This design comes from an exercise in tuning for small area, a short achievable clock period and few clock cycles per item on the open sky130 flow, not from production work.
At most, simulation tests tie the RTL to the original design; equivalence was not proved.

Setup of 08-10:
==> flow/design.v <==
`timescale 1ns / 1ns
module simple_ALU(input i_clk,
                  input i_rst,
                  input logic  [15:0] i_memData,
                  output logic [15:0] o_memData,
                  output logic [15:0] o_memAddr,
                  output logic o_memWrEnable);
  localparam logic [1:0] S_FETCH = 2'd0,
                         S_DEC   = 2'd1,
                         S_RD1   = 2'd2,
                         S_RD2   = 2'd3;
  logic [1:0]  state;
  logic [5:0]  rd;         
  logic [5:0]  rs;         
  logic [5:0]  pcn;        
  logic        selRd, selRs, selPc;   
  logic [15:0] wdata;      
  logic        we;         
  logic        kv;         
  logic        first;      
  logic        stale;      
  logic        twoRd;      
  logic        sameRd;     
  logic [15:0] breg;       
  logic        zsh;        
  logic        opAdd, opDbl, opAnd, opOr, opXor, opSh;
  logic        cin;        
  logic        left;       
  logic        arith;      
  wire  [5:0]  addr = ({6{selRd}} & rd) | ({6{selRs}} & rs) | ({6{selPc}} & pcn);
  assign o_memAddr     = {10'd0, addr};
  assign o_memData     = wdata;
  assign o_memWrEnable = we;
  wire [15:0] x = i_memData;
  wire [15:0] y = breg;
  wire [16:0] sum = {x, 1'b1} + {y, cin};
  wire [15:0] xin;
  wire [15:0] u;
  genvar gi;
  generate
    for (gi = 0; gi < 16; gi++) begin : g_rev
      assign xin[gi] = left ? x[15-gi] : x[gi];
      assign u[gi]   = left ? sw[15-gi] : sw[gi];
    end
  endgenerate
  wire        fill = arith & x[15];
  wire [31:0] sww  = {{16{fill}}, xin} >> y[3:0];
  wire [15:0] sw   = sww[15:0];
  wire [15:0] alu = ({16{opAdd}} & sum[16:1])
                  | ({16{opDbl}} & {x[14:0], 1'b0})
                  | ({16{opAnd}} & (x & y))
                  | ({16{opOr}}  & (x | y))
                  | ({16{opXor}} & (x ^ y))
                  | ({16{opSh & ~zsh}} & u);
  wire [15:0] ins   = i_memData;
  wire [2:0]  dFn   = ins[14:12];
  wire [5:0]  dRd   = ins[11:6];
  wire [5:0]  dRs   = ins[5:0];
  wire        dImm  = ins[15];
  wire        aK    = kv & (dRd == rd);
  wire        bK    = dImm | (kv & (dRs == rd));
  wire        dShift = (dFn == 3'd2) | (dFn == 3'd3) | (dFn == 3'd4);
  wire        dComm  = (dFn == 3'd0) | (dFn[2] & (dFn[1:0] != 2'd0));
  wire        dSub   = (dFn == 3'd1);
  wire        same  = ~aK & ~bK & (dRd == dRs) & ~dShift;
  wire        bOnly = aK & ~bK & dComm;
  wire        two   = ~bK & ~same & ~bOnly;      
  wire        none  = aK & bK;
  wire        inDec = (state == S_DEC);
  wire        bLoad = inDec ? ~stale : (state == S_RD2) & twoRd;
  wire [15:0] bSrc  = inDec ? (dImm ? {10'd0, dRs} : wdata) : i_memData;
  wire        bSh   = inDec ? dShift : opSh;
  wire        bSra  = inDec ? (dFn == 3'd2) : arith;
  wire        bBig  = |bSrc[15:4];
  wire [15:0] bNew  = (bSh & bBig) ? 16'd15 : bSrc ^ {16{inDec ? dSub : cin}};
  always_ff @(posedge i_clk) begin
    if (i_rst) begin
      state <= S_FETCH;
      selRd <= 1'b0;
      selRs <= 1'b0;
      selPc <= 1'b1;
      pcn   <= 6'd0;
      we    <= 1'b0;
      kv    <= 1'b0;
      first <= 1'b1;
      stale <= 1'b0;
    end else begin
      case (state)
        S_FETCH: begin
          we    <= ~first;
          kv    <= ~first;
          first <= 1'b0;
          {selRd, selRs, selPc} <= 3'b100;
          pcn   <= pcn + 6'd1;
          stale <= ~first & (rd == pcn);
          state <= S_DEC;
        end
        S_DEC: begin
          we    <= 1'b0;
          if (stale) begin
            stale <= 1'b0;
            kv    <= 1'b0;
          end else if (two) begin
            {selRd, selRs, selPc} <= 3'b010;
            state <= S_RD1;
          end else if (none) begin
            {selRd, selRs, selPc} <= 3'b001;
            state <= S_FETCH;
          end else begin
            {selRd, selRs, selPc} <= {~bOnly, bOnly, 1'b0};
            state <= S_RD2;
          end
        end
        S_RD1: begin
          {selRd, selRs, selPc} <= 3'b100;
          state <= S_RD2;
        end
        default: begin   
          {selRd, selRs, selPc} <= 3'b001;
          state <= S_FETCH;
        end
      endcase
    end
  end
  always_ff @(posedge i_clk) wdata <= alu;
  always_ff @(posedge i_clk) begin
    if (bLoad) begin
      breg <= bNew;
      zsh  <= bSh & bBig & ~bSra;
    end
    case (state)
      S_DEC: begin
        if (!stale) begin
          rd     <= dRd;
          rs     <= dRs;
          twoRd  <= two;
          sameRd <= same;
          cin    <= dSub;
          opAdd  <= (dFn[2:1] == 2'd0);
          opDbl  <= 1'b0;
          opAnd  <= (dFn == 3'd5);
          opOr   <= (dFn == 3'd6);
          opXor  <= (dFn == 3'd7);
          opSh   <= dShift;
          left   <= (dFn == 3'd4);
          arith  <= (dFn == 3'd2);
        end
      end
      S_RD2: begin
        if (sameRd) begin
          opAdd <= 1'b0;
          opDbl <= opAdd & ~cin;
          opAnd <= cin | opAnd | opXor;
          opXor <= 1'b0;
          cin   <= 1'b0;
          breg  <= opAnd ? 16'hFFFF : 16'd0;
        end
      end
      default: ;
    endcase
  end
endmodule
export LEC_CHECK = 0
export ABC_AREA = 1
export CAP_MARGIN = 20
export CORE_MARGIN = 2
export CORE_UTILIZATION = 40
export CTS_BUF_LIST = sky130_fd_sc_hd__clkbuf_8
export SLEW_MARGIN = 20
create_clock -name core_clock -period 9.0 [get_ports {i_clk}]
standard.sh (not shown) runs the stock make flow with config.mk's settings and CLKGATE_MAP_FILE= SYNTH_SCRIPT=/design/flow/synth_recipe.tcl, a recipe that flattens the netlist after the stock synthesis.
==> flow/flow/run.sh <==
#!/bin/bash
# Standard layout, with plain buffers (not delay cells) on the ports and the
# timing repair aiming at 5.75 ns of setup slack.
# Full make output goes to standard.log here; ORFS keeps each step's log
# under orfs/logs/.
set -euo pipefail
bash standard.sh "BUFFER_PORTS_ARGS=-buffer_cell sky130_fd_sc_hd__buf_2" SETUP_SLACK_MARGIN=5.75 finish > standard.log 2>&1
Testbench counts of 08-10, summed over its fixed seeds: cycles 487,097, instrs 160,000.
Here is what was changed in the inputs of 07-24 compared with 08-10.
==> flow/design.v, changed modules only <==
module simple_ALU(input i_clk,
                  input i_rst,
                  input logic  [15:0] i_memData,
                  output logic [15:0] o_memData,
                  output logic [15:0] o_memAddr,
                  output logic o_memWrEnable);
  localparam logic [2:0] S_FETCH = 3'd0,
                         S_DEC   = 3'd1,
                         S_RD1   = 3'd2,
                         S_RD2   = 3'd3,
                         S_SHX   = 3'd4;
  logic [2:0]  state;
  logic [5:0]  rs;         
  logic [5:0]  pcn;        
  logic        selRd, selRs, selPc;   
  logic [15:0] wdata;      
  logic        we;         
  logic        kv;         
  logic        first;      
  logic        stale;      
  logic [5:0]  rd;         
  logic        twoRd;      
  logic        sameRd;     
  logic [15:0] breg;       
  logic        opAdd, opDbl, opAnd, opOr, opXor, opSh;
  logic        cin;        
  logic        left;       
  logic        arith;      
  wire  [5:0]  addr = ({6{selRd}} & rd) | ({6{selRs}} & rs) | ({6{selPc}} & pcn);
  assign o_memAddr     = {10'd0, addr};
  assign o_memData     = wdata;
  assign o_memWrEnable = we;
  wire [15:0] x = i_memData;
  wire [15:0] y = breg;
  wire [16:0] sum = {x, 1'b1} + {y, cin};
  wire [15:0] xin;
  wire [15:0] u;
  genvar gi;
  generate
    for (gi = 0; gi < 16; gi++) begin : g_rev
      assign xin[gi] = left ? x[15-gi] : x[gi];
      assign u[gi]   = left ? s2[15-gi] : s2[gi];
    end
  endgenerate
  wire        fill1 = arith & x[15];
  wire [18:0] s1w   = {{3{fill1}}, xin} >> y[1:0];
  wire [15:0] s1    = s1w[15:0];
  wire        fill2 = arith & wdata[15];
  wire [27:0] s2w   = {{12{fill2}}, wdata} >> {y[3:2], 2'b00};
  wire [15:0] s2    = s2w[15:0];
  wire        big   = |y[15:4];
  wire [15:0] shr   = big ? {16{fill2}} : u;
  wire        inShx = (state == S_SHX);
  wire [15:0] alu = ({16{opAdd}} & sum[16:1])
                  | ({16{opDbl}} & {x[14:0], 1'b0})
                  | ({16{opAnd}} & (x & y))
                  | ({16{opOr}}  & (x | y))
                  | ({16{opXor}} & (x ^ y))
                  | ({16{opSh & inShx}} & s1)
                  | ({16{opSh & ~inShx}} & shr);
  wire [15:0] ins   = i_memData;
  wire [2:0]  dFn   = ins[14:12];
  wire [5:0]  dRd   = ins[11:6];
  wire [5:0]  dRs   = ins[5:0];
  wire        dImm  = ins[15];
  wire        aK    = kv & (dRd == rd);
  wire        bK    = dImm | (kv & (dRs == rd));
  wire        dShift = (dFn == 3'd2) | (dFn == 3'd3) | (dFn == 3'd4);
  wire        dComm  = (dFn == 3'd0) | (dFn[2] & (dFn[1:0] != 2'd0));
  wire        dSub   = (dFn == 3'd1);
  wire        same  = ~aK & ~bK & (dRd == dRs) & ~dShift;
  wire        bOnly = aK & ~bK & dComm;
  wire        two   = ~bK & ~same & ~bOnly;      
  wire        none  = aK & bK;
  wire [15:0] bDec  = dImm ? {10'd0, dRs} : wdata;
  wire        bLoad = (state == S_DEC) ? ~stale : (state == S_RD2) & twoRd;
  wire [15:0] bNew  = ((state == S_DEC) ? bDec : i_memData)
                    ^ {16{(state == S_DEC) ? dSub : cin}};
  always_ff @(posedge i_clk) begin
    if (i_rst) begin
      state <= S_FETCH;
      selRd <= 1'b0;
      selRs <= 1'b0;
      selPc <= 1'b1;
      pcn   <= 6'd0;
      we    <= 1'b0;
      kv    <= 1'b0;
      first <= 1'b1;
      stale <= 1'b0;
    end else begin
      case (state)
        S_FETCH: begin
          we    <= ~first;
          kv    <= ~first;
          first <= 1'b0;
          {selRd, selRs, selPc} <= 3'b100;
          pcn   <= pcn + 6'd1;
          stale <= ~first & (rd == pcn);
          state <= S_DEC;
        end
        S_DEC: begin
          we    <= 1'b0;
          if (stale) begin
            stale <= 1'b0;
            kv    <= 1'b0;
          end else if (two) begin
            {selRd, selRs, selPc} <= 3'b010;
            state <= S_RD1;
          end else if (none) begin
            {selRd, selRs, selPc} <= 3'b001;
            state <= dShift ? S_SHX : S_FETCH;
          end else begin
            {selRd, selRs, selPc} <= {~bOnly, bOnly, 1'b0};
            state <= S_RD2;
          end
        end
        S_RD1: begin
          {selRd, selRs, selPc} <= 3'b100;
          state <= S_RD2;
        end
        S_RD2: begin
          {selRd, selRs, selPc} <= 3'b001;
          state <= opSh ? S_SHX : S_FETCH;
        end
        default: begin   
          state <= S_FETCH;
        end
      endcase
    end
  end
  always_ff @(posedge i_clk) wdata <= alu;
  always_ff @(posedge i_clk) begin
    if (bLoad) breg <= bNew;
    case (state)
      S_DEC: begin
        if (!stale) begin
          rd     <= dRd;
          rs     <= dRs;
          twoRd  <= two;
          sameRd <= same;
          cin    <= dSub;
          opAdd  <= (dFn[2:1] == 2'd0);
          opDbl  <= 1'b0;
          opAnd  <= (dFn == 3'd5);
          opOr   <= (dFn == 3'd6);
          opXor  <= (dFn == 3'd7);
          opSh   <= dShift;
          left   <= (dFn == 3'd4);
          arith  <= (dFn == 3'd2);
        end
      end
      S_RD2: begin
        if (sameRd) begin
          opAdd <= 1'b0;
          opDbl <= opAdd & ~cin;
          opAnd <= cin | opAnd | opXor;
          opXor <= 1'b0;
          cin   <= 1'b0;
          breg  <= opAnd ? 16'hFFFF : 16'd0;
        end
      end
      default: ;
    endcase
  end
endmodule
## What came out
- Comparing 08-10 with 07-24, the final worst clock skew came out essentially unchanged.
- In the metrics for 08-10 and 07-24, the one carrying the higher standard cell area after detailed placement is 07-24.
- Post-cts repair resize count: 08-10 and 07-24 compared, higher one is 08-10
- The worst hold slack was comparable across 08-10 and 07-24.
- Comparing 07-24 with 08-10, the clock latency of the later-clocked register in the worst-skew pair came out essentially unchanged.
- On global-route usage: 07-24 sits above 08-10.
- Comparing final-stage net count for 08-10 and 07-24, the bigger number came from 07-24.
- Delay contributed by the slowest stage of the critical path essentially unchanged between 08-10 and 07-24.
- Looking at cell count, 07-24 sits above 08-10.
- Per the comparison of 07-24 with 08-10, setup slack after placement now smaller, data required time at the worst endpoint now larger, final cell area excluding filler cells now larger.
Function not checked in 07-24: the RTL went through the layout flow alone.

-- re-timing with driven ports --
In the flow no input, the clock included, has a driving cell. The finished layouts below were timed again as built, in two steps. Step 1 assumes that a clkbuf_16 drives the clock port and a buf_2 every other input. Step 2 times the ports against the registers' clock, not the clock port: input delays grow and output delays shrink by t, the midpoint of the rising clock arrivals with the driver on. a / b / c = no drivers / after step 1 / after step 2; a / b = the first two.
run | shift t [ns] | setup WS [ns] | slew at the worst register clock pin (ns)
08-10 | 0.409 | 5.787 / 5.790 / 5.381 | 0.09 / 0.09
07-24 | 0.414 | 5.799 / 5.811 / 5.396 | 0.09 / 0.09
After both steps every run listed still meets setup and hold. For 08-10, which loses most, drivers alone change the setup slack by +0.003 ns; drivers and shift together by -0.406 ns.
